This is an optimization exercise on Yosys and OpenROAD, whose aim is small area and a short achievable clock period, not a production implementation.
No run shown here included a check of the RTL's function; only the layout flow was run.
Power figures rest on the tool's default switching activity, not on a simulated workload.

==> design.v <==
module fir_filter (
    data_in, data_out, clk, rst
);
    output [17:0] data_out;
    input  [7:0]  data_in;
    input         clk, rst;
    wire [7:0] d = data_in;
    reg  [7:0]  x1n;
    reg  [7:0]  x2;
    reg  [7:0]  x3n;
    reg  [7:0]  x4;
    reg  [7:0]  x5n;
    reg  [7:0]  x6;
    reg  [7:0]  x7;
    reg  [17:0] s;
    wire p1, p2;
    ha u_p1 (.a(x2[0]), .b(x4[0]), .s(p1), .co(p2));
    wire p3, p4;
    fa u_p3 (.a(x2[1]), .b(x4[1]), .c(x6[1]), .s(p3), .co(p4));
    wire p5, p6;
    fa u_p5 (.a(x2[2]), .b(x4[2]), .c(x6[2]), .s(p5), .co(p6));
    wire p7, p8;
    fa u_p7 (.a(x2[3]), .b(x4[3]), .c(x6[3]), .s(p7), .co(p8));
    wire p9, p10;
    fa u_p9 (.a(x2[4]), .b(x4[4]), .c(x6[4]), .s(p9), .co(p10));
    wire p11, p12;
    fa u_p11 (.a(x2[5]), .b(x4[5]), .c(x6[5]), .s(p11), .co(p12));
    wire p13, p14;
    fa u_p13 (.a(x2[6]), .b(x4[6]), .c(x6[6]), .s(p13), .co(p14));
    wire p15, p16;
    fa u_p15 (.a(x2[7]), .b(x4[7]), .c(x6[7]), .s(p15), .co(p16));
    wire p17, p18;
    ha u_p17 (.a(x6[0]), .b(x7[0]), .s(p17), .co(p18));
    wire p19, p20;
    fa u_p19 (.a(x7[1]), .b(p2), .c(p3), .s(p19), .co(p20));
    wire p21, p22;
    fa u_p21 (.a(x7[2]), .b(p5), .c(p4), .s(p21), .co(p22));
    wire p23, p24;
    fa u_p23 (.a(x7[3]), .b(p7), .c(p6), .s(p23), .co(p24));
    wire p25, p26;
    fa u_p25 (.a(x7[4]), .b(p9), .c(p8), .s(p25), .co(p26));
    wire p27, p28;
    fa u_p27 (.a(x7[5]), .b(p11), .c(p10), .s(p27), .co(p28));
    wire p29, p30;
    fa u_p29 (.a(x7[6]), .b(p13), .c(p12), .s(p29), .co(p30));
    wire p31, p32;
    fa u_p31 (.a(x7[7]), .b(p15), .c(p14), .s(p31), .co(p32));
    wire p33, p34;
    ha u_p33 (.a(p1), .b(p17), .s(p33), .co(p34));
    wire p35, p36;
    fa u_p35 (.a(p18), .b(p19), .c(d[1]), .s(p35), .co(p36));
    wire p37, p38;
    fa u_p37 (.a(p21), .b(p20), .c(d[2]), .s(p37), .co(p38));
    wire p39, p40;
    fa u_p39 (.a(p23), .b(p22), .c(d[3]), .s(p39), .co(p40));
    wire p41, p42;
    fa u_p41 (.a(p25), .b(p24), .c(d[4]), .s(p41), .co(p42));
    wire p43, p44;
    fa u_p43 (.a(p27), .b(p26), .c(d[5]), .s(p43), .co(p44));
    wire p45, p46;
    fa u_p45 (.a(p29), .b(p28), .c(d[6]), .s(p45), .co(p46));
    wire p47, p48;
    fa u_p47 (.a(p31), .b(p30), .c(d[7]), .s(p47), .co(p48));
    wire p49, p50;
    ha u_p49 (.a(p16), .b(p32), .s(p49), .co(p50));
    wire Prs1, Prc1;
    ha u_Pr1 (.a(p33), .b(d[0]), .s(Prs1), .co(Prc1));
    wire Prs2, Prc2;
    fa u_Pr2 (.a(p34), .b(p35), .c(Prc1), .s(Prs2), .co(Prc2));
    wire Prs3, Prc3;
    fa u_Pr3 (.a(p37), .b(p36), .c(Prc2), .s(Prs3), .co(Prc3));
    wire Prs4, Prc4;
    fa u_Pr4 (.a(p39), .b(p38), .c(Prc3), .s(Prs4), .co(Prc4));
    wire Prs5, Prc5;
    fa u_Pr5 (.a(p41), .b(p40), .c(Prc4), .s(Prs5), .co(Prc5));
    wire Prs6, Prc6;
    fa u_Pr6 (.a(p43), .b(p42), .c(Prc5), .s(Prs6), .co(Prc6));
    wire Prs7, Prc7;
    ha u_Pr7 (.a(p45), .b(p44), .s(Prs7), .co(Prc7));
    wire Prs8, Prc8;
    fa u_Pr8 (.a(p47), .b(p46), .c(Prc7), .s(Prs8), .co(Prc8));
    wire Prs9, Prc9;
    fa u_Pr9 (.a(p49), .b(p48), .c(Prc8), .s(Prs9), .co(Prc9));
    wire Prs10, Prc10;
    ha u_Pr10 (.a(p50), .b(Prc9), .s(Prs10), .co(Prc10));
    wire [10:0] P = {Prc10, Prs10, Prs9, Prs8, Prs7, Prs6, Prs5, Prs4, Prs3, Prs2, Prs1};
    wire P_c6 = Prc6;    
    wire t1 = ~(x7[5] ^ x7[4]);
    wire t2 = x7[5] | x7[4];
    wire t3 = ~(x7[6] ^ x7[5]);
    wire t4 = x7[6] | x7[5];
    wire t5, t6;
    ha u_t5 (.a(~x3n[0]), .b(x7[7]), .s(t5), .co(t6));
    wire t7 = ~(~x3n[1]);
    wire t8 = ~(~x3n[2]);
    wire t9, t10;
    ha u_t9 (.a(x7[3]), .b(x7[2]), .s(t9), .co(t10));
    wire t11, t12;
    fa u_t11 (.a(x7[4]), .b(x7[3]), .c(x3n[5]), .s(t11), .co(t12));
    wire t13, t14;
    fa u_t13 (.a(x3n[6]), .b(t1), .c(P[0]), .s(t13), .co(t14));
    wire t15, t16;
    ha u_t15 (.a(P[2]), .b(~P[6]), .s(t15), .co(t16));
    wire t17, t18;
    fa u_t17 (.a(x3n[7]), .b(t3), .c(t2), .s(t17), .co(t18));
    wire t19, t20;
    fa u_t19 (.a(P[1]), .b(P[3]), .c(~P[7]), .s(t19), .co(t20));
    wire t21, t22;
    fa u_t21 (.a(x7[6]), .b(t5), .c(t4), .s(t21), .co(t22));
    wire t23, t24;
    fa u_t23 (.a(P[2]), .b(P[4]), .c(~P[8]), .s(t23), .co(t24));
    wire t25, t26;
    fa u_t25 (.a(x7[7]), .b(t7), .c(t6), .s(t25), .co(t26));
    wire t27, t28;
    fa u_t27 (.a(P[3]), .b(P[5]), .c(~P[9]), .s(t27), .co(t28));
    wire t29, t30;
    fa u_t29 (.a(~x3n[1]), .b(t8), .c(P[4]), .s(t29), .co(t30));
    wire t31, t32;
    fa u_t31 (.a(P[6]), .b(P_c6), .c(~P[10]), .s(t31), .co(t32));
    wire t33, t34;
    fa u_t33 (.a(~x3n[3]), .b(~x3n[2]), .c(P[5]), .s(t33), .co(t34));
    wire t35 = ~(~x3n[4] ^ P[6]);
    wire t36 = ~x3n[4] | P[6];
    wire t37 = ~(~x3n[5]);
    wire t38 = ~(~x3n[6]);
    wire t39 = ~(x7[0]);
    wire t40, t41;
    fa u_t40 (.a(x7[1]), .b(x7[0]), .c(x3n[2]), .s(t40), .co(t41));
    wire t42, t43;
    fa u_t42 (.a(x7[2]), .b(x7[1]), .c(x3n[3]), .s(t42), .co(t43));
    wire t44, t45;
    fa u_t44 (.a(x3n[4]), .b(t9), .c(P[0]), .s(t44), .co(t45));
    wire t46, t47;
    fa u_t46 (.a(t10), .b(t11), .c(P[1]), .s(t46), .co(t47));
    wire t48, t49;
    fa u_t48 (.a(t12), .b(~P_c6), .c(t15), .s(t48), .co(t49));
    wire t50, t51;
    fa u_t50 (.a(t17), .b(t16), .c(t14), .s(t50), .co(t51));
    wire t52, t53;
    fa u_t52 (.a(t21), .b(t18), .c(t23), .s(t52), .co(t53));
    wire t54, t55;
    fa u_t54 (.a(t25), .b(t22), .c(t27), .s(t54), .co(t55));
    wire t56, t57;
    fa u_t56 (.a(t26), .b(t29), .c(t31), .s(t56), .co(t57));
    wire t58, t59;
    fa u_t58 (.a(P[7]), .b(t33), .c(t30), .s(t58), .co(t59));
    wire t60, t61;
    fa u_t60 (.a(P[8]), .b(P_c6), .c(t35), .s(t60), .co(t61));
    wire t62, t63;
    fa u_t62 (.a(t37), .b(P[7]), .c(P[9]), .s(t62), .co(t63));
    wire t64, t65;
    fa u_t64 (.a(~x3n[5]), .b(t38), .c(P[8]), .s(t64), .co(t65));
    wire t66 = ~(~x3n[7] ^ ~x3n[6]);
    wire t67 = ~x3n[7] | ~x3n[6];
    wire t68, t69;
    ha u_t68 (.a(x3n[1]), .b(t39), .s(t68), .co(t69));
    wire t70, t71;
    fa u_t70 (.a(x7[0]), .b(t40), .c(~P[2]), .s(t70), .co(t71));
    wire t72, t73;
    fa u_t72 (.a(t42), .b(t41), .c(~P[3]), .s(t72), .co(t73));
    wire t74, t75;
    fa u_t74 (.a(t43), .b(~P[4]), .c(t44), .s(t74), .co(t75));
    wire t76, t77;
    fa u_t76 (.a(~P[5]), .b(t46), .c(t45), .s(t76), .co(t77));
    wire t78, t79;
    fa u_t78 (.a(t13), .b(t47), .c(t48), .s(t78), .co(t79));
    wire t80, t81;
    fa u_t80 (.a(t19), .b(t49), .c(t50), .s(t80), .co(t81));
    wire t82, t83;
    fa u_t82 (.a(t20), .b(t51), .c(t52), .s(t82), .co(t83));
    wire t84, t85;
    fa u_t84 (.a(t24), .b(t54), .c(t53), .s(t84), .co(t85));
    wire t86, t87;
    fa u_t86 (.a(t28), .b(t56), .c(t55), .s(t86), .co(t87));
    wire t88, t89;
    fa u_t88 (.a(t32), .b(t58), .c(t57), .s(t88), .co(t89));
    wire t90, t91;
    fa u_t90 (.a(t34), .b(t60), .c(t59), .s(t90), .co(t91));
    wire t92, t93;
    fa u_t92 (.a(t36), .b(t62), .c(t61), .s(t92), .co(t93));
    wire t94, t95;
    fa u_t94 (.a(P[10]), .b(t64), .c(t63), .s(t94), .co(t95));
    wire t96, t97;
    fa u_t96 (.a(t66), .b(P[9]), .c(t65), .s(t96), .co(t97));
    wire t98 = ~(t67 ^ P[10]);
    wire t99 = t67 | P[10];
    wire Srs1, Src1;
    ha u_Sr1 (.a(x3n[0]), .b(~P[0]), .s(Srs1), .co(Src1));
    wire Srs2, Src2;
    fa u_Sr2 (.a(t68), .b(~P[1]), .c(Src1), .s(Srs2), .co(Src2));
    wire Srs3, Src3;
    fa u_Sr3 (.a(t69), .b(t70), .c(Src2), .s(Srs3), .co(Src3));
    wire Srs4, Src4;
    fa u_Sr4 (.a(t72), .b(t71), .c(Src3), .s(Srs4), .co(Src4));
    wire Srs5, Src5;
    fa u_Sr5 (.a(t73), .b(t74), .c(Src4), .s(Srs5), .co(Src5));
    wire Srs6, Src6;
    fa u_Sr6 (.a(t76), .b(t75), .c(Src5), .s(Srs6), .co(Src6));
    wire Srs7, Src7;
    ha u_Sr7 (.a(t77), .b(t78), .s(Srs7), .co(Src7));
    wire Srs8, Src8;
    fa u_Sr8 (.a(t79), .b(t80), .c(Src7), .s(Srs8), .co(Src8));
    wire Srs9, Src9;
    fa u_Sr9 (.a(t81), .b(t82), .c(Src8), .s(Srs9), .co(Src9));
    wire Srs10, Src10;
    fa u_Sr10 (.a(t84), .b(t83), .c(Src9), .s(Srs10), .co(Src10));
    wire Srs11, Src11;
    fa u_Sr11 (.a(t86), .b(t85), .c(Src10), .s(Srs11), .co(Src11));
    wire Srs12, Src12;
    fa u_Sr12 (.a(t88), .b(t87), .c(Src11), .s(Srs12), .co(Src12));
    wire Srs13, Src13;
    ha u_Sr13 (.a(t90), .b(t89), .s(Srs13), .co(Src13));
    wire Srs14, Src14;
    fa u_Sr14 (.a(t92), .b(t91), .c(Src13), .s(Srs14), .co(Src14));
    wire Srs15, Src15;
    fa u_Sr15 (.a(t94), .b(t93), .c(Src14), .s(Srs15), .co(Src15));
    wire Srs16, Src16;
    fa u_Sr16 (.a(t96), .b(t95), .c(Src15), .s(Srs16), .co(Src16));
    wire Srs17, Src17;
    fa u_Sr17 (.a(t98), .b(t97), .c(Src16), .s(Srs17), .co(Src17));
    wire Srs18, Src18;
    fa u_Sr18 (.a(1'b1), .b(t99), .c(Src17), .s(Srs18), .co(Src18));
    wire [17:0] s_next = {Srs18, Srs17, Srs16, Srs15, Srs14, Srs13, Srs12, Srs11, Srs10, Srs9, Srs8, Srs7, Srs6, Srs5, Srs4, Srs3, Srs2, Srs1};
    reg  sc6;    
    wire sc6_next = Src6;
    reg  sc12;    
    wire sc12_next = Src12;
    wire o1, o2;
    fa u_o1 (.a(s[6]), .b(sc6), .c(d[6]), .s(o1), .co(o2));
    wire o3, o4;
    fa u_o3 (.a(s[7]), .b(d[7]), .c(d[5]), .s(o3), .co(o4));
    wire o5, o6;
    ha u_o5 (.a(s[8]), .b(d[6]), .s(o5), .co(o6));
    wire o7, o8;
    ha u_o7 (.a(s[9]), .b(d[7]), .s(o7), .co(o8));
    wire o9, o10;
    ha u_o9 (.a(s[4]), .b(d[4]), .s(o9), .co(o10));
    wire o11, o12;
    fa u_o11 (.a(s[5]), .b(d[5]), .c(d[3]), .s(o11), .co(o12));
    wire o13, o14;
    fa u_o13 (.a(d[4]), .b(d[2]), .c(d[0]), .s(o13), .co(o14));
    wire o15, o16;
    fa u_o15 (.a(d[3]), .b(d[1]), .c(o3), .s(o15), .co(o16));
    wire o17, o18;
    fa u_o17 (.a(d[4]), .b(d[2]), .c(o5), .s(o17), .co(o18));
    wire o19, o20;
    fa u_o19 (.a(d[5]), .b(d[3]), .c(o7), .s(o19), .co(o20));
    wire o21, o22;
    fa u_o21 (.a(s[10]), .b(d[6]), .c(d[4]), .s(o21), .co(o22));
    wire o23, o24;
    ha u_o23 (.a(s[11]), .b(d[7]), .s(o23), .co(o24));
    wire o25, o26;
    ha u_o25 (.a(s[12]), .b(sc12), .s(o25), .co(o26));
    wire o27, o28;
    ha u_o27 (.a(s[2]), .b(d[2]), .s(o27), .co(o28));
    wire o29, o30;
    fa u_o29 (.a(s[3]), .b(d[3]), .c(d[1]), .s(o29), .co(o30));
    wire o31, o32;
    fa u_o31 (.a(d[2]), .b(d[0]), .c(o9), .s(o31), .co(o32));
    wire o33, o34;
    fa u_o33 (.a(d[1]), .b(o10), .c(o11), .s(o33), .co(o34));
    wire o35, o36;
    fa u_o35 (.a(o1), .b(o13), .c(o12), .s(o35), .co(o36));
    wire o37, o38;
    fa u_o37 (.a(o2), .b(o14), .c(o15), .s(o37), .co(o38));
    wire o39, o40;
    fa u_o39 (.a(o4), .b(o17), .c(o16), .s(o39), .co(o40));
    wire o41, o42;
    fa u_o41 (.a(o6), .b(o19), .c(o18), .s(o41), .co(o42));
    wire o43, o44;
    fa u_o43 (.a(o8), .b(o21), .c(o20), .s(o43), .co(o44));
    wire o45, o46;
    fa u_o45 (.a(d[5]), .b(o23), .c(o22), .s(o45), .co(o46));
    wire o47, o48;
    fa u_o47 (.a(o25), .b(d[6]), .c(o24), .s(o47), .co(o48));
    wire o49, o50;
    fa u_o49 (.a(s[13]), .b(o26), .c(d[7]), .s(o49), .co(o50));
    wire yc_p0, yc_g0;
    ha u_yc_h0 (.a(s[0]), .b(d[0]), .s(yc_p0), .co(yc_g0));
    wire yc_p1, yc_g1;
    ha u_yc_h1 (.a(s[1]), .b(d[1]), .s(yc_p1), .co(yc_g1));
    wire yc_p2, yc_g2;
    ha u_yc_h2 (.a(d[0]), .b(o27), .s(yc_p2), .co(yc_g2));
    wire yc_p3, yc_g3;
    ha u_yc_h3 (.a(o28), .b(o29), .s(yc_p3), .co(yc_g3));
    wire yc_p4, yc_g4;
    ha u_yc_h4 (.a(o30), .b(o31), .s(yc_p4), .co(yc_g4));
    wire yc_p5, yc_g5;
    ha u_yc_h5 (.a(o32), .b(o33), .s(yc_p5), .co(yc_g5));
    wire yc_p6, yc_g6;
    ha u_yc_h6 (.a(o35), .b(o34), .s(yc_p6), .co(yc_g6));
    wire yc_p7, yc_g7;
    ha u_yc_h7 (.a(o36), .b(o37), .s(yc_p7), .co(yc_g7));
    wire yc_p8, yc_g8;
    ha u_yc_h8 (.a(o39), .b(o38), .s(yc_p8), .co(yc_g8));
    wire yc_p9, yc_g9;
    ha u_yc_h9 (.a(o41), .b(o40), .s(yc_p9), .co(yc_g9));
    wire yc_p10, yc_g10;
    ha u_yc_h10 (.a(o43), .b(o42), .s(yc_p10), .co(yc_g10));
    wire yc_p11, yc_g11;
    ha u_yc_h11 (.a(o45), .b(o44), .s(yc_p11), .co(yc_g11));
    wire yc_p12, yc_g12;
    ha u_yc_h12 (.a(o47), .b(o46), .s(yc_p12), .co(yc_g12));
    wire yc_p13, yc_g13;
    ha u_yc_h13 (.a(o49), .b(o48), .s(yc_p13), .co(yc_g13));
    wire yc_p14, yc_g14;
    ha u_yc_h14 (.a(s[14]), .b(o50), .s(yc_p14), .co(yc_g14));
    wire yc_G1 = yc_g1 | (yc_p1 & yc_g0);
    wire yc_G2 = yc_g3 | (yc_p3 & yc_g2);
    wire yc_P2 = yc_p3 & yc_p2;
    wire yc_G3 = yc_g5 | (yc_p5 & yc_g4);
    wire yc_P3 = yc_p5 & yc_p4;
    wire yc_G4 = yc_g7 | (yc_p7 & yc_g6);
    wire yc_P4 = yc_p7 & yc_p6;
    wire yc_G5 = yc_g9 | (yc_p9 & yc_g8);
    wire yc_P5 = yc_p9 & yc_p8;
    wire yc_G6 = yc_g11 | (yc_p11 & yc_g10);
    wire yc_P6 = yc_p11 & yc_p10;
    wire yc_G7 = yc_g13 | (yc_p13 & yc_g12);
    wire yc_P7 = yc_p13 & yc_p12;
    wire yc_G8 = s[15] & yc_g14;
    wire yc_P8 = s[15] & yc_p14;
    wire yc_P9 = s[17] & s[16];
    wire yc_G10 = yc_g2 | (yc_p2 & yc_G1);
    wire yc_G11 = yc_G2 | (yc_P2 & yc_G1);
    wire yc_G12 = yc_g6 | (yc_p6 & yc_G3);
    wire yc_P12 = yc_p6 & yc_P3;
    wire yc_G13 = yc_G4 | (yc_P4 & yc_G3);
    wire yc_P13 = yc_P4 & yc_P3;
    wire yc_G14 = yc_g10 | (yc_p10 & yc_G5);
    wire yc_P14 = yc_p10 & yc_P5;
    wire yc_G15 = yc_G6 | (yc_P6 & yc_G5);
    wire yc_P15 = yc_P6 & yc_P5;
    wire yc_G16 = yc_g14 | (yc_p14 & yc_G7);
    wire yc_P16 = yc_p14 & yc_P7;
    wire yc_G17 = yc_G8 | (yc_P8 & yc_G7);
    wire yc_P17 = yc_P8 & yc_P7;
    wire yc_G18 = yc_g4 | (yc_p4 & yc_G11);
    wire yc_G19 = yc_G3 | (yc_P3 & yc_G11);
    wire yc_G20 = yc_G12 | (yc_P12 & yc_G11);
    wire yc_G21 = yc_G13 | (yc_P13 & yc_G11);
    wire yc_G22 = yc_g12 | (yc_p12 & yc_G15);
    wire yc_P22 = yc_p12 & yc_P15;
    wire yc_G23 = yc_G7 | (yc_P7 & yc_G15);
    wire yc_P23 = yc_P7 & yc_P15;
    wire yc_G24 = yc_G16 | (yc_P16 & yc_G15);
    wire yc_P24 = yc_P16 & yc_P15;
    wire yc_G25 = yc_G17 | (yc_P17 & yc_G15);
    wire yc_P25 = yc_P17 & yc_P15;
    wire yc_G26 = yc_g8 | (yc_p8 & yc_G21);
    wire yc_G27 = yc_G5 | (yc_P5 & yc_G21);
    wire yc_G28 = yc_G14 | (yc_P14 & yc_G21);
    wire yc_G29 = yc_G15 | (yc_P15 & yc_G21);
    wire yc_G30 = yc_G22 | (yc_P22 & yc_G21);
    wire yc_G31 = yc_G23 | (yc_P23 & yc_G21);
    wire yc_G32 = yc_G24 | (yc_P24 & yc_G21);
    wire yc_G33 = yc_G25 | (yc_P25 & yc_G21);
    wire yc_G34 = s[16] & yc_G33;
    wire yc_G35 = yc_P9 & yc_G33;
    wire yc_s1 = yc_p1 ^ yc_g0;
    wire yc_s2 = yc_p2 ^ yc_G1;
    wire yc_s3 = yc_p3 ^ yc_G10;
    wire yc_s4 = yc_p4 ^ yc_G11;
    wire yc_s5 = yc_p5 ^ yc_G18;
    wire yc_s6 = yc_p6 ^ yc_G19;
    wire yc_s7 = yc_p7 ^ yc_G20;
    wire yc_s8 = yc_p8 ^ yc_G21;
    wire yc_s9 = yc_p9 ^ yc_G26;
    wire yc_s10 = yc_p10 ^ yc_G27;
    wire yc_s11 = yc_p11 ^ yc_G28;
    wire yc_s12 = yc_p12 ^ yc_G29;
    wire yc_s13 = yc_p13 ^ yc_G30;
    wire yc_s14 = yc_p14 ^ yc_G31;
    wire yc_s15 = s[15] ^ yc_G32;
    wire yc_s16 = s[16] ^ yc_G33;
    wire yc_s17 = s[17] ^ yc_G34;
    assign data_out = {yc_s17, yc_s16, yc_s15, yc_s14, yc_s13, yc_s12, yc_s11, yc_s10, yc_s9, yc_s8, yc_s7, yc_s6, yc_s5, yc_s4, yc_s3, yc_s2, yc_s1, yc_p0};
    wire rst_n = ~rst;
    wire [7:0] x1n_d;
    nand2v u_x1n (.a(d), .b({8{rst_n}}), .y(x1n_d));
    wire [7:0] x2_d;
    nor2v u_x2 (.a(x1n), .b({8{rst}}), .y(x2_d));
    wire [7:0] x3n_d;
    nand2v u_x3n (.a(x2), .b({8{rst_n}}), .y(x3n_d));
    wire [7:0] x4_d;
    nor2v u_x4 (.a(x3n), .b({8{rst}}), .y(x4_d));
    wire [7:0] x5n_d;
    nand2v u_x5n (.a(x4), .b({8{rst_n}}), .y(x5n_d));
    wire [7:0] x6_d;
    nor2v u_x6 (.a(x5n), .b({8{rst}}), .y(x6_d));
    wire [7:0] x7_d = rst ? 8'h00 : x6;
    always @(posedge clk) begin
        x1n <= x1n_d;
        x2 <= x2_d;
        x3n <= x3n_d;
        x4 <= x4_d;
        x5n <= x5n_d;
        x6 <= x6_d;
        x7 <= x7_d;
        s <= rst ? 18'd0 : s_next;
        sc6 <= rst ? 1'b0 : sc6_next;
        sc12 <= rst ? 1'b0 : sc12_next;
    end
endmodule
module fa (input a, input b, input c, output s, output co);
    assign s = a ^ b ^ c;
    assign co = (a & b) | (a & c) | (b & c);
endmodule
module ha (input a, input b, output s, output co);
    assign s = a ^ b;
    assign co = a & b;
endmodule
module nand2v (input [7:0] a, input [7:0] b, output [7:0] y);
    assign y = ~(a & b);
endmodule
module nor2v (input [7:0] a, input [7:0] b, output [7:0] y);
    assign y = ~(a | b);
endmodule
==> flow/run.sh <==
#!/bin/bash
# Layout flow: the standard ORFS flow (standard.sh, unchanged synthesis),
# with two layout settings changed:
#  - ports are buffered with the smallest buffer (repair_timing upsizes the
#    ones on critical paths) instead of the delay cell buffer_ports picks;
#  - clock tree synthesis without dummy loads.
# Each tool's output is in this folder's orfs/logs; the make output is in
# flow.log.
set -euo pipefail
export BUFFER_PORTS_ARGS="-buffer_cell sky130_fd_sc_hd__buf_1"
export CTS_ARGS="-sink_clustering_enable -repair_clock_nets -dont_use_dummy_load -buf_list {sky130_fd_sc_hd__clkbuf_8}"
bash standard.sh finish > flow.log 2>&1
==> standard.sh <==
#!/bin/bash
# synth_recipe.tcl (not shown) runs the flow's synth.tcl, then flattens the netlist and writes it again
# the make line also repeats each setting of config.mk as NAME=value (left out here)
make -C /OpenROAD-flow-scripts/flow DESIGN_CONFIG=/design/flow/config.mk WORK_HOME=/design/flow/orfs CLKGATE_MAP_FILE= SYNTH_SCRIPT=/design/flow/synth_recipe.tcl "${@:-finish}"
==> config.mk <==
export PLATFORM = sky130hd
export DESIGN_NAME = fir_filter
export DESIGN_NICKNAME = fir_filter
export VERILOG_FILES = /design/flow/design.v
export SDC_FILE = /design/flow/constraint.sdc
export NUM_CORES = 4
export LEC_CHECK = 0
export CAP_MARGIN = 20
export CORE_MARGIN = 2
export CORE_UTILIZATION = 65
export SETUP_SLACK_MARGIN = 3.5
export SLEW_MARGIN = 20
export SYNTH_HIERARCHICAL = 1
==> constraint.sdc <==
create_clock -name core_clock -period 11.0 [get_ports {clk}]
set_input_delay 2.2000 -clock core_clock [delete_from_list [all_inputs] [get_ports {clk}]]
set_output_delay 2.2000 -clock core_clock [all_outputs]
set_load 0.01 [all_outputs]
==> results of run 1 <==
final cells by class:
class / count / area (sq um)
multi-input cells: 272 / 3396
fillers: 546 / 2014
flip-flops and latches: 76 / 1521
repair buffers: 44 / 304.0
well taps: 102 / 127.6
clock buffers: 9 / 123.9
inverters: 32 / 120.1
state kept, by name (all words and copies together) (netlist names):
| register | flops |
|---|---|
| x7 | 8 |
| x5n | 8 |
| sc6 | 1 |
| x6 | 8 |
| x4 | 8 |
| x2 | 8 |
| sc12 | 1 |
| x1n | 8 |
| s | 18 |
| x3n | 8 |
Yosys stat by module, one instance, submodules excluded:
module | flops+latches | cells | times used
fa | 0 | 1 | 100
fir_filter | 76 | 218 | 1
ha | 0 | 1 | 35
nand2v | 0 | 8 | 3
nor2v | 0 | 8 | 3
power by group through the flow:
stage / clock (mW) / sequential (mW) / combinational [mW]
6_report: 0.160 / 0.328 / 0.974
3_5_place_dp: 0 / 0.333 / 0.845
5_1_grt: 0.175 / 0.331 / 1.11
4_1_cts: 0.167 / 0.327 / 0.918
3_3_place_gp: 0 / 0.333 / 0.834
2_1_floorplan: 0 / 0.328 / 0.809
Yosys cell counts (2+ instances only):
master    instances  share of area (%)
a21oi_1           7               0.69
buf_4            18                2.7
clkbuf_1          3               0.22
dfxtp_1          76                 30
fa_1            100                 40
ha_1             45                 11
inv_1            32                2.4
nand2_1          28                2.1
nand2b_1          2               0.25
nor2_1           34                2.5
nor2b_1          31                3.8
o21ai_1           2               0.20
xnor2_1           8                1.4
xor2_1            2               0.35
stage by stage:
step                std cells  setup WS, ps  cell area, sq um
floorplan                 401          3018              5102
global placement          509          2143              5186
detailed placement        509          2037              5186
CTS                       526          3020              5459
global route              535          2922              5593
finish                    535          3017              5593
cell usage in the layout (no fill, tap or decap), types with 2 or more instances in the layout:
master / n
fa_1: 84
dfxtp_1: 76
ha_1: 39
nor2_1: 32
inv_1: 31
nor2b_1: 31
nand2_1: 27
fa_2: 16
buf_4: 16
buf_1: 13
clkbuf_8: 9
xnor2_1: 7
buf_2: 6
a21oi_1: 5
ha_4: 4
a21oi_2: 3
o21ai_2: 3
clkbuf_2: 3
buf_12: 3
nand2b_1: 2
xor2_1: 2
ha_2: 2
buf_6: 2
cells by family (layout without fill, tap and decap cells):
group	Yosys count	count (layout)	share of synthesized area, %
xor+xnor	10	10	1.735
compound gates	17	17	2.677
simple gates	99	99	9.271
flops	76	76	30.14
other cells	1	1	0.07430
fa+ha+maj	145	145	50.82
buf+inv	53	85	5.280
routing by layer:
layer / part of all wire (%) / wire (um)
met1: 43 / 3622
met2: 54 / 4523
met3: 2.3 / 191
met4: 1.3 / 111
met5: 0 / 0
timing repair:
action,in CTS,in global routing
gates resized for setup,28,15
buffers inserted,8,9
pin swaps,26,13
endpoints found under the setup margin,14,11
worst paths after layout:
check                           slack [ps]  endpoint
worst min-delay path                   370     x2[2]
worst max-delay path                  3020     s[17]
worst max register to register        3570     s[17]
worst min register to register         370     x2[2]
==> results_dict.tcl, run 1 <==
set metrics [dict create \
    grt.met3_usage_pct 4.026 \
    hp-start "x1n[2]" \
    maxCapViolCount 0 \
    clk_path_buf_depth 2 \
    synth_cell_types 27 \
    post-route-util_pct 73.52 \
    drt-initial-drc-count 92 \
    fin_nets 590 \
    worstSetupPathType "in -> reg" \
    numCtsBuffers 9 \
    grt.overflow.total 0 \
    htreeDepth 3 \
    portBuffers 27 \
    worstPathRequired_ps 11180 \
    hold_path_depth 1 \
    grt_max_degree 54 \
    clockPowerShare_pct 11.0 \
    finalSetupViolCount 0 \
    p_sw_share_pct 40.23 \
    drive_gt1_share_pct 18.24 \
    post-route-min-period_ps 7983 \
    rr_startpoint "x2[1]" \
    clkTransAtPathRegs_ps 60 \
    leakage_nw 2.502 \
    syn_area_per_cell_sq_um 12.59 \
    hold_viol 0 \
    root_buffer "clkbuf_8" \
    worstHoldPathType "reg -> reg" \
    core-area_sq_um 7607 \
    slowest_delay_ps 560 \
    power.density_nw_per_um2 261.4 \
    antenna_found_initial 0 \
    firstDrtPassIters 4 \
    fmax_mhz 125.3 \
    synth_fp_nets 556 \
    internal_power_mw 0.8739 \
    num_vias 2699 \
    combPwrFrac_pct 66.6 \
    syn_inst 401 \
    ys_ff_latch 76 \
    power_mw 1.462 \
    grt_usage_pct 22.88 \
    drt_wl_total_um 8449 \
    cp-end-kind "register" \
    syn_area_sq_um 5047 \
    path_cells "buf_12, fa_1, fa_2, fa_2, fa_2, fa_2, fa_2, fa_1, fa_2, fa_1, ha_4, fa_2, fa_2, fa_2, fa_2, fa_1, nor2b_1" \
    yosys_warnings 7 \
    routedWlPerCell_um 15.79 \
    irDropWorstVdd_uv 243.5 \
    synth_edf_count 0 \
    hold_buffers 0 \
    routed_via_density 5.045 \
    cts_tree "done" \
    ios 28 \
    grt_util_met2_pct 39.58 \
    period_share_pct 72.58 \
    net-switching-power_mw 0.5882 \
    cp.buffers_inverters 1 \
    crit_cells 17 \
    synth-seq-area-share_pct 30.14 \
    die_h_um 92.12 \
    gp_routability_congestion 0.9033 \
    grt_first_pass_wirelength_um 14390 \
    crit_top_cell "fa_2" \
    cp.arrival_ps 8160 \
    crit_family "adder cells" \
    slowest_stage "fa_2" \
    slew_headroom_pct 32.67 \
    synthFlopType "dfxtp_1" \
    grtUsageMet1_pct 29.87 \
    num_rows 32 \
    area_delta_synth_final_pct 10.81 \
    crit_fanout 2 \
    dieArea_sq_um 8486 \
    drc 0 \
    tightestPinTransition_ps 1010 \
    reg2regPathDepth 18 \
    clock_sinks 76 \
    clkLatencyLatePin_ps 350 \
    grt_pass1_vias 3036 \
    start_util_pct 66.35 \
    top_usage_layer "met2" \
    outcome "no timing/DRC/antenna violations" \
    async_flop_share_pct 0 \
    drv_slew 0 \
    dp_hpwl_um 6571 \
    ant_nets 0 \
    worst_hold_slack_ps 373.5 \
    grt_setup_unrepaired "true" \
    num_antenna_cells 0 \
    seqPwrFrac_pct 22.4 \
    fin_skew_ps 19.37 \
    worstSetupStartpointType "input pin" \
    setup-tns-final_ps 0 \
    cp-startpoint "data_in[1]" \
    fp.dieW_um 92.12 \
]
==> inputs of run 2 (changes only) <==
--- a/design.v
+++ b/design.v
@@ -77,5 +77,5 @@
     fa u_Pr6 (.a(p43), .b(p42), .c(Prc5), .s(Prs6), .co(Prc6));
     wire Prs7, Prc7;
-    ha u_Pr7 (.a(p45), .b(p44), .s(Prs7), .co(Prc7));
+    fa u_Pr7 (.a(p45), .b(p44), .c(Prc6), .s(Prs7), .co(Prc7));
     wire Prs8, Prc8;
     fa u_Pr8 (.a(p47), .b(p46), .c(Prc7), .s(Prs8), .co(Prc8));
@@ -85,140 +85,132 @@
     ha u_Pr10 (.a(p50), .b(Prc9), .s(Prs10), .co(Prc10));
     wire [10:0] P = {Prc10, Prs10, Prs9, Prs8, Prs7, Prs6, Prs5, Prs4, Prs3, Prs2, Prs1};
-    wire P_c6 = Prc6;    
-    wire t1 = ~(x7[5] ^ x7[4]);
-    wire t2 = x7[5] | x7[4];
-    wire t3 = ~(x7[6] ^ x7[5]);
-    wire t4 = x7[6] | x7[5];
+    wire t1 = ~(~x3n[0]);
+    wire t2 = ~(~x3n[1]);
+    wire t3, t4;
+    ha u_t3 (.a(x7[3]), .b(x7[2]), .s(t3), .co(t4));
     wire t5, t6;
-    ha u_t5 (.a(~x3n[0]), .b(x7[7]), .s(t5), .co(t6));
-    wire t7 = ~(~x3n[1]);
-    wire t8 = ~(~x3n[2]);
+    fa u_t5 (.a(x7[4]), .b(x7[3]), .c(x3n[5]), .s(t5), .co(t6));
+    wire t7, t8;
+    fa u_t7 (.a(x7[5]), .b(x7[4]), .c(x3n[6]), .s(t7), .co(t8));
     wire t9, t10;
-    ha u_t9 (.a(x7[3]), .b(x7[2]), .s(t9), .co(t10));
+    ha u_t9 (.a(P[0]), .b(P[2]), .s(t9), .co(t10));
     wire t11, t12;
-    fa u_t11 (.a(x7[4]), .b(x7[3]), .c(x3n[5]), .s(t11), .co(t12));
+    fa u_t11 (.a(x7[6]), .b(x7[5]), .c(x3n[7]), .s(t11), .co(t12));
     wire t13, t14;
-    fa u_t13 (.a(x3n[6]), .b(t1), .c(P[0]), .s(t13), .co(t14));
+    fa u_t13 (.a(P[1]), .b(P[3]), .c(~P[7]), .s(t13), .co(t14));
     wire t15, t16;
-    ha u_t15 (.a(P[2]), .b(~P[6]), .s(t15), .co(t16));
+    fa u_t15 (.a(x7[7]), .b(x7[6]), .c(t1), .s(t15), .co(t16));
     wire t17, t18;
-    fa u_t17 (.a(x3n[7]), .b(t3), .c(t2), .s(t17), .co(t18));
+    fa u_t17 (.a(P[2]), .b(P[4]), .c(~P[8]), .s(t17), .co(t18));
     wire t19, t20;
-    fa u_t19 (.a(P[1]), .b(P[3]), .c(~P[7]), .s(t19), .co(t20));
+    fa u_t19 (.a(x7[7]), .b(~x3n[0]), .c(t2), .s(t19), .co(t20));
     wire t21, t22;
-    fa u_t21 (.a(x7[6]), .b(t5), .c(t4), .s(t21), .co(t22));
-    wire t23, t24;
-    fa u_t23 (.a(P[2]), .b(P[4]), .c(~P[8]), .s(t23), .co(t24));
+    fa u_t21 (.a(P[3]), .b(P[5]), .c(~P[9]), .s(t21), .co(t22));
+    wire t23 = ~(~x3n[2] ^ ~x3n[1]);
+    wire t24 = ~x3n[2] | ~x3n[1];
     wire t25, t26;
-    fa u_t25 (.a(x7[7]), .b(t7), .c(t6), .s(t25), .co(t26));
+    fa u_t25 (.a(P[4]), .b(P[6]), .c(~P[10]), .s(t25), .co(t26));
     wire t27, t28;
-    fa u_t27 (.a(P[3]), .b(P[5]), .c(~P[9]), .s(t27), .co(t28));
-    wire t29, t30;
-    fa u_t29 (.a(~x3n[1]), .b(t8), .c(P[4]), .s(t29), .co(t30));
-    wire t31, t32;
-    fa u_t31 (.a(P[6]), .b(P_c6), .c(~P[10]), .s(t31), .co(t32));
+    ha u_t27 (.a(~x3n[3]), .b(P[5]), .s(t27), .co(t28));
+    wire t29 = ~(~x3n[4]);
+    wire t30 = ~(~x3n[5]);
+    wire t31 = ~(~x3n[6]);
+    wire t32 = ~(x7[0]);
     wire t33, t34;
-    fa u_t33 (.a(~x3n[3]), .b(~x3n[2]), .c(P[5]), .s(t33), .co(t34));
-    wire t35 = ~(~x3n[4] ^ P[6]);
-    wire t36 = ~x3n[4] | P[6];
-    wire t37 = ~(~x3n[5]);
-    wire t38 = ~(~x3n[6]);
-    wire t39 = ~(x7[0]);
-    wire t40, t41;
-    fa u_t40 (.a(x7[1]), .b(x7[0]), .c(x3n[2]), .s(t40), .co(t41));
-    wire t42, t43;
-    fa u_t42 (.a(x7[2]), .b(x7[1]), .c(x3n[3]), .s(t42), .co(t43));
-    wire t44, t45;
-    fa u_t44 (.a(x3n[4]), .b(t9), .c(P[0]), .s(t44), .co(t45));
-    wire t46, t47;
-    fa u_t46 (.a(t10), .b(t11), .c(P[1]), .s(t46), .co(t47));
-    wire t48, t49;
-    fa u_t48 (.a(t12), .b(~P_c6), .c(t15), .s(t48), .co(t49));
-    wire t50, t51;
-    fa u_t50 (.a(t17), .b(t16), .c(t14), .s(t50), .co(t51));
-    wire t52, t53;
-    fa u_t52 (.a(t21), .b(t18), .c(t23), .s(t52), .co(t53));
-    wire t54, t55;
-    fa u_t54 (.a(t25), .b(t22), .c(t27), .s(t54), .co(t55));
-    wire t56, t57;
-    fa u_t56 (.a(t26), .b(t29), .c(t31), .s(t56), .co(t57));
-    wire t58, t59;
-    fa u_t58 (.a(P[7]), .b(t33), .c(t30), .s(t58), .co(t59));
-    wire t60, t61;
-    fa u_t60 (.a(P[8]), .b(P_c6), .c(t35), .s(t60), .co(t61));
-    wire t62, t63;
-    fa u_t62 (.a(t37), .b(P[7]), .c(P[9]), .s(t62), .co(t63));
-    wire t64, t65;
-    fa u_t64 (.a(~x3n[5]), .b(t38), .c(P[8]), .s(t64), .co(t65));
-    wire t66 = ~(~x3n[7] ^ ~x3n[6]);
-    wire t67 = ~x3n[7] | ~x3n[6];
-    wire t68, t69;
-    ha u_t68 (.a(x3n[1]), .b(t39), .s(t68), .co(t69));
-    wire t70, t71;
-    fa u_t70 (.a(x7[0]), .b(t40), .c(~P[2]), .s(t70), .co(t71));
-    wire t72, t73;
-    fa u_t72 (.a(t42), .b(t41), .c(~P[3]), .s(t72), .co(t73));
-    wire t74, t75;
-    fa u_t74 (.a(t43), .b(~P[4]), .c(t44), .s(t74), .co(t75));
-    wire t76, t77;
-    fa u_t76 (.a(~P[5]), .b(t46), .c(t45), .s(t76), .co(t77));
-    wire t78, t79;
-    fa u_t78 (.a(t13), .b(t47), .c(t48), .s(t78), .co(t79));
-    wire t80, t81;
-    fa u_t80 (.a(t19), .b(t49), .c(t50), .s(t80), .co(t81));
-    wire t82, t83;
-    fa u_t82 (.a(t20), .b(t51), .c(t52), .s(t82), .co(t83));
-    wire t84, t85;
-    fa u_t84 (.a(t24), .b(t54), .c(t53), .s(t84), .co(t85));
-    wire t86, t87;
-    fa u_t86 (.a(t28), .b(t56), .c(t55), .s(t86), .co(t87));
-    wire t88, t89;
-    fa u_t88 (.a(t32), .b(t58), .c(t57), .s(t88), .co(t89));
-    wire t90, t91;
-    fa u_t90 (.a(t34), .b(t60), .c(t59), .s(t90), .co(t91));
-    wire t92, t93;
-    fa u_t92 (.a(t36), .b(t62), .c(t61), .s(t92), .co(t93));
-    wire t94, t95;
-    fa u_t94 (.a(P[10]), .b(t64), .c(t63), .s(t94), .co(t95));
-    wire t96, t97;
-    fa u_t96 (.a(t66), .b(P[9]), .c(t65), .s(t96), .co(t97));
-    wire t98 = ~(t67 ^ P[10]);
-    wire t99 = t67 | P[10];
+    fa u_t33 (.a(x7[1]), .b(x7[0]), .c(x3n[2]), .s(t33), .co(t34));
+    wire t35, t36;
+    fa u_t35 (.a(x7[2]), .b(x7[1]), .c(x3n[3]), .s(t35), .co(t36));
+    wire t37, t38;
+    fa u_t37 (.a(x3n[4]), .b(t3), .c(P[0]), .s(t37), .co(t38));
+    wire t39, t40;
+    fa u_t39 (.a(t4), .b(t5), .c(P[1]), .s(t39), .co(t40));
+    wire t41, t42;
+    fa u_t41 (.a(t7), .b(t6), .c(~P[6]), .s(t41), .co(t42));
+    wire t43, t44;
+    fa u_t43 (.a(t11), .b(t8), .c(t10), .s(t43), .co(t44));
+    wire t45, t46;
+    fa u_t45 (.a(t15), .b(t12), .c(t17), .s(t45), .co(t46));
+    wire t47, t48;
+    fa u_t47 (.a(t19), .b(t16), .c(t21), .s(t47), .co(t48));
+    wire t49, t50;
+    fa u_t49 (.a(t23), .b(t20), .c(t25), .s(t49), .co(t50));
+    wire t51, t52;
+    fa u_t51 (.a(t24), .b(P[7]), .c(t27), .s(t51), .co(t52));
+    wire t53, t54;
+    fa u_t53 (.a(t29), .b(P[6]), .c(P[8]), .s(t53), .co(t54));
+    wire t55, t56;
+    fa u_t55 (.a(~x3n[4]), .b(t30), .c(P[7]), .s(t55), .co(t56));
+    wire t57, t58;
+    fa u_t57 (.a(~x3n[5]), .b(t31), .c(P[8]), .s(t57), .co(t58));
+    wire t59 = ~(~x3n[7] ^ ~x3n[6]);
+    wire t60 = ~x3n[7] | ~x3n[6];
+    wire t61, t62;
+    ha u_t61 (.a(x3n[1]), .b(t32), .s(t61), .co(t62));
+    wire t63, t64;
+    fa u_t63 (.a(x7[0]), .b(t33), .c(~P[2]), .s(t63), .co(t64));
+    wire t65, t66;
+    fa u_t65 (.a(t35), .b(t34), .c(~P[3]), .s(t65), .co(t66));
+    wire t67, t68;
+    fa u_t67 (.a(t36), .b(~P[4]), .c(t37), .s(t67), .co(t68));
+    wire t69, t70;
+    fa u_t69 (.a(~P[5]), .b(t39), .c(t38), .s(t69), .co(t70));
+    wire t71, t72;
+    fa u_t71 (.a(t9), .b(t40), .c(t41), .s(t71), .co(t72));
+    wire t73, t74;
+    fa u_t73 (.a(t13), .b(t42), .c(t43), .s(t73), .co(t74));
+    wire t75, t76;
+    fa u_t75 (.a(t14), .b(t44), .c(t45), .s(t75), .co(t76));
+    wire t77, t78;
+    fa u_t77 (.a(t18), .b(t47), .c(t46), .s(t77), .co(t78));
+    wire t79, t80;
+    fa u_t79 (.a(t22), .b(t49), .c(t48), .s(t79), .co(t80));
+    wire t81, t82;
+    fa u_t81 (.a(t26), .b(t51), .c(t50), .s(t81), .co(t82));
+    wire t83, t84;
+    fa u_t83 (.a(t28), .b(t53), .c(t52), .s(t83), .co(t84));
+    wire t85, t86;
+    fa u_t85 (.a(P[9]), .b(t55), .c(t54), .s(t85), .co(t86));
+    wire t87, t88;
+    fa u_t87 (.a(P[10]), .b(t57), .c(t56), .s(t87), .co(t88));
+    wire t89, t90;
+    fa u_t89 (.a(t59), .b(P[9]), .c(t58), .s(t89), .co(t90));
+    wire t91 = ~(t60 ^ P[10]);
+    wire t92 = t60 | P[10];
     wire Srs1, Src1;
     ha u_Sr1 (.a(x3n[0]), .b(~P[0]), .s(Srs1), .co(Src1));
     wire Srs2, Src2;
-    fa u_Sr2 (.a(t68), .b(~P[1]), .c(Src1), .s(Srs2), .co(Src2));
+    fa u_Sr2 (.a(t61), .b(~P[1]), .c(Src1), .s(Srs2), .co(Src2));
     wire Srs3, Src3;
-    fa u_Sr3 (.a(t69), .b(t70), .c(Src2), .s(Srs3), .co(Src3));
+    fa u_Sr3 (.a(t62), .b(t63), .c(Src2), .s(Srs3), .co(Src3));
     wire Srs4, Src4;
-    fa u_Sr4 (.a(t72), .b(t71), .c(Src3), .s(Srs4), .co(Src4));
+    fa u_Sr4 (.a(t65), .b(t64), .c(Src3), .s(Srs4), .co(Src4));
     wire Srs5, Src5;
-    fa u_Sr5 (.a(t73), .b(t74), .c(Src4), .s(Srs5), .co(Src5));
+    fa u_Sr5 (.a(t66), .b(t67), .c(Src4), .s(Srs5), .co(Src5));
     wire Srs6, Src6;
-    fa u_Sr6 (.a(t76), .b(t75), .c(Src5), .s(Srs6), .co(Src6));
+    fa u_Sr6 (.a(t69), .b(t68), .c(Src5), .s(Srs6), .co(Src6));
     wire Srs7, Src7;
-    ha u_Sr7 (.a(t77), .b(t78), .s(Srs7), .co(Src7));
+    ha u_Sr7 (.a(t70), .b(t71), .s(Srs7), .co(Src7));
     wire Srs8, Src8;
-    fa u_Sr8 (.a(t79), .b(t80), .c(Src7), .s(Srs8), .co(Src8));
+    fa u_Sr8 (.a(t72), .b(t73), .c(Src7), .s(Srs8), .co(Src8));
     wire Srs9, Src9;
-    fa u_Sr9 (.a(t81), .b(t82), .c(Src8), .s(Srs9), .co(Src9));
+    fa u_Sr9 (.a(t74), .b(t75), .c(Src8), .s(Srs9), .co(Src9));
     wire Srs10, Src10;
-    fa u_Sr10 (.a(t84), .b(t83), .c(Src9), .s(Srs10), .co(Src10));
+    fa u_Sr10 (.a(t77), .b(t76), .c(Src9), .s(Srs10), .co(Src10));
     wire Srs11, Src11;
-    fa u_Sr11 (.a(t86), .b(t85), .c(Src10), .s(Srs11), .co(Src11));
+    fa u_Sr11 (.a(t79), .b(t78), .c(Src10), .s(Srs11), .co(Src11));
     wire Srs12, Src12;
-    fa u_Sr12 (.a(t88), .b(t87), .c(Src11), .s(Srs12), .co(Src12));
+    fa u_Sr12 (.a(t81), .b(t80), .c(Src11), .s(Srs12), .co(Src12));
     wire Srs13, Src13;
-    ha u_Sr13 (.a(t90), .b(t89), .s(Srs13), .co(Src13));
+    ha u_Sr13 (.a(t83), .b(t82), .s(Srs13), .co(Src13));
     wire Srs14, Src14;
-    fa u_Sr14 (.a(t92), .b(t91), .c(Src13), .s(Srs14), .co(Src14));
+    fa u_Sr14 (.a(t85), .b(t84), .c(Src13), .s(Srs14), .co(Src14));
     wire Srs15, Src15;
-    fa u_Sr15 (.a(t94), .b(t93), .c(Src14), .s(Srs15), .co(Src15));
+    fa u_Sr15 (.a(t87), .b(t86), .c(Src14), .s(Srs15), .co(Src15));
     wire Srs16, Src16;
-    fa u_Sr16 (.a(t96), .b(t95), .c(Src15), .s(Srs16), .co(Src16));
+    fa u_Sr16 (.a(t89), .b(t88), .c(Src15), .s(Srs16), .co(Src16));
     wire Srs17, Src17;
-    fa u_Sr17 (.a(t98), .b(t97), .c(Src16), .s(Srs17), .co(Src17));
+    fa u_Sr17 (.a(t91), .b(t90), .c(Src16), .s(Srs17), .co(Src17));
     wire Srs18, Src18;
-    fa u_Sr18 (.a(1'b1), .b(t99), .c(Src17), .s(Srs18), .co(Src18));
+    fa u_Sr18 (.a(1'b1), .b(t92), .c(Src17), .s(Srs18), .co(Src18));
     wire [17:0] s_next = {Srs18, Srs17, Srs16, Srs15, Srs14, Srs13, Srs12, Srs11, Srs10, Srs9, Srs8, Srs7, Srs6, Srs5, Srs4, Srs3, Srs2, Srs1};
     reg  sc6;    
==> run 2 against run 1 <==
Sequential share of layout area increased by 0.11 points. Power increased by 3.3%. Sequential power about the same. Clock power about the same. Via count about the same. Critical path depth increased by 5. Combinational power increased by 5%. Still clean on timing, DRC and antenna. Design area decreased by 0.40%. Global-route usage increased by 0.62 points. First-iteration DRC count decreased by 38%. Critical path type unchanged. Worst setup slack got worse by 800 ps. Worst hold slack got worse by 20 ps.
==> results_dict.tcl, run 2 <==
set metrics [dict create \
    syn_inst 388 \
    worstSetupPathType "in -> reg" \
    tightestPinTransition_ps 984.0 \
    synth_fp_nets 539 \
    routed_via_density 5.194 \
    cp.arrival_ps 8970 \
    root_buffer "clkbuf_8" \
    drive_gt1_share_pct 19.71 \
    drt-initial-drc-count 57 \
    finalSetupViolCount 0 \
    grt_first_pass_wirelength_um 14710 \
    firstDrtPassIters 4 \
    largest_register "s" \
    leakage_nw 2.440 \
    area_delta_synth_final_pct 12.40 \
    seqCellArea_sq_um 1521 \
    syn_area_per_cell_sq_um 12.77 \
    synthFlopType "dfxtp_1" \
    die_h_um 91.32 \
    crit_family "adder cells" \
    drt_wl_total_um 8196 \
    ant_nets 0 \
    fp.dieW_um 91.32 \
    fin_cells 520 \
    hold_viol 0 \
    yosysTopAreaCellShare_pct 39.99 \
    irDropWorstVdd_uv 147.4 \
    slowest_delay_ps 450 \
    syn_area_sq_um 4956 \
    num_rows 31 \
    synth-seq-area-share_pct 30.70 \
    slowest_stage "fa_1" \
    synth_cell_types 27 \
    clkLatencyLatePin_ps 350 \
    drv_slew 0 \
    dp_hpwl_um 6245 \
    period_share_pct 79.83 \
    wl_met2_um 4430 \
    synth_edf_count 0 \
    final_area_sq_um 5570 \
    ys_ff_latch 76 \
    fin_nets 574 \
    worstHoldPathType "reg -> reg" \
    fin_skew_ps 35.58 \
    dr_wl_met3_um 231 \
    top_layer_used "met4" \
    crit_top_cell "fa_2" \
    outcome "no timing/DRC/antenna violations" \
    grt_setup_unrepaired "true" \
    clkTransAtPathRegs_ps 90 \
    dieArea_sq_um 8339 \
    antenna_found_initial 0 \
    clock_sinks 76 \
    drc 0 \
    drt-met1-wl_um 3454 \
    fillCellCount 480 \
    ios 28 \
    post_dp_cell_area_sq_um 5096 \
    cp.buffers_inverters 2 \
    largest_register_ffs 18 \
    num_antenna_cells 0 \
    worstPathRequired_ps 11190 \
    worst_hold_slack_ps 353.7 \
    portBuffers 27 \
    yosys_warnings 7 \
    num_vias 2701 \
    cts_tree "done" \
    grt.overflow.total 0 \
    slew_headroom_pct 34.40 \
    routedWlPerCell_um 15.76 \
    numCtsBuffers 9 \
    clk_path_buf_depth 2 \
    final_cell_mix "fa_1 (81), dfxtp_1 (76), ha_1 (35)" \
    cp-end-kind "register" \
    htreeDepth 3 \
    multi_input_area_sq_um 3398 \
    start_util_pct 67.61 \
    gp_routability_congestion 0.8218 \
    path_cells "buf_12, fa_1, fa_2, fa_2, fa_2, fa_2, fa_2, fa_2, fa_2, fa_2, ha_4, inv_4, fa_1, fa_2, fa_2, ha_4, fa_2, fa_2, fa_2, fa_2, fa_1, nor2b_1" \
    worstSetupStartpointType "input pin" \
    maxCapViolCount 0 \
    synthMostInstantiatedCell "fa_1" \
    grt_pass1_vias 3134 \
    setup-tns-final_ps 0 \
    synthTopCellsByArea "fa_1 (40%), dfxtp_1 (31%), ha_1 (11%), nor2b_1 (3.9%), buf_4 (2.7%)" \
    fmax_mhz 113.9 \
    final_common_cell "fa_1" \
    grt_max_degree 54 \
    synth_common_cells "fa_1 (99), dfxtp_1 (76), ha_1 (42), nor2_1 (34), nor2b_1 (31)" \
    dp_cells 493 \
    core-area_sq_um 7331 \
    post-route-min-period_ps 8781 \
    async_flop_share_pct 0 \
    grt_usage_pct 23.50 \
    crit_fanout 2 \
    synth_largest_area_cell "fa_1" \
    power.density_nw_per_um2 271.1 \
]
## run 2: cell types whose count changed in the layout (fill, tap and decap cells not counted), moves of 2 or more
cell | previous run | this run
fa_2 | 16 | 18
nand2_4 | 0 | 2
ha_4 | 4 | 6
inv_1 | 31 | 21
fa_1 | 84 | 81
ha_1 | 39 | 35
o21ai_4 | 0 | 3
o21ai_2 | 3 | 0
## run 2: what timing repair did
action,in CTS,in global routing
resized for setup,30,21
setup buffers,11,7
hold buffers,0,0
endpoints found under the hold margin,0,0
setup endpoints to repair,17,17
pin swaps,24,23
## run 2: per-module statistics from Yosys, one instance, submodules excluded
module | flops+latches | copies in the design | cells
ha | 0 | 34 | 1
fa | 0 | 99 | 1
nand2v | 0 | 3 | 8
nor2v | 0 | 3 | 8
fir_filter | 76 | 1 | 207
## run 2: final cells by class
| class | instances | share of cell area (%) |
|---|---|---|
| clock buffers | 9 | 2.224 |
| inverters | 23 | 1.595 |
| multi-input cells | 268 | 61.01 |
| flip-flops and latches | 76 | 27.31 |
| well taps | 99 | 2.224 |
| repair buffers | 45 | 5.638 |
## run 2: through the flow
| step | utilization (%) | setup WS, ps | total power [mW] |
|---|---|---|---|
| 2_1_floorplan | - | 2081 | 1.130 |
| 3_3_place_gp | 69.52 | 1500 | 1.149 |
| 3_5_place_dp | 69.52 | 1452 | 1.166 |
| 4_1_cts | 73.73 | 2204 | 1.415 |
| 5_1_grt | 75.99 | 2065 | 1.680 |
| 6_report | 75.99 | 2219 | 1.510 |
## run 2: worst reg2reg max path, delay by kind of cell, from the launching register on
| family | cells | cell delay [ps] |
|---|---|---|
| and+or+nand+nor | 1 | 130 |
| DFF | 1 | 340 |
| buffers and inverters | 1 | 50 |
| adders and majority gates | 21 | 7530 |
## run 2: logic make-up after synthesis
group | count (synthesis) | synth area share [%]
fa+ha+maj | 141 | 50.59
flops | 76 | 30.70
compound gates | 17 | 2.726
simple gates | 99 | 9.442
buf+inv | 44 | 4.696
xor+xnor | 10 | 1.767
other cells | 1 | 0.07567
## run 2: layer usage
| layer | vias to the layer above | GRT usage [%] |
|---|---|---|
| li1 | 1255 | - |
| met5 | - | 0 |
| met2 | 30 | 42.96 |
| met3 | 9 | 4.564 |
| met1 | 1407 | 29.25 |
| met4 | 0 | 4.545 |
## run 2: path summary, 6_finish.rpt
path	cells after the start	slack [ps]	start	endpoint
setup / recovery	22	2220	data_in[1]	s[17]
hold / removal	1	350	x1n[7]	x2[7]
setup reg to reg	23	2800	x2[1]	s[17]
hold reg to reg	1	350	x1n[7]	x2[7]
## run 2: report_power, final
part,internal [mW],total [mW],switching (mW)
Clock,0.0730,0.158,0.0849
Combinational,0.514,1.02,0.511
Sequential,0.311,0.328,0.0169

## separate check: timing with driven ports
How much do the figures lean on ideal ports? The routed layouts below were timed once more, with nothing changed but the port constraints. Step 1, drivers: a clkbuf_16 drives clk and a buf_2 each remaining input, both assumed. Step 2 adds t to the input delays and takes it off the output delays; t is the mean of the earliest and latest rising clock arrival at the registers after step 1. Input paths then give back, and output paths get back, about the clock's delay inside the block. Slacks: ideal ports / drivers / drivers and shift; pairs: ideal ports / drivers.
| run | t, ns | setup slack, ns | worst data-port slew with drivers (ns) | pins driven straight from the clock port |
|---|---|---|---|---|
| run 1 | 0.371 | 3.017 / 2.997 / 2.626 | 0.07 | 1 |
| run 2 | 0.367 | 2.219 / 2.198 / 1.831 | 0.07 | 1 |
After both steps setup and hold are still met in every run listed. For run 1, which loses most, drivers alone change the setup slack by -0.020 ns; drivers and shift together by -0.391 ns.
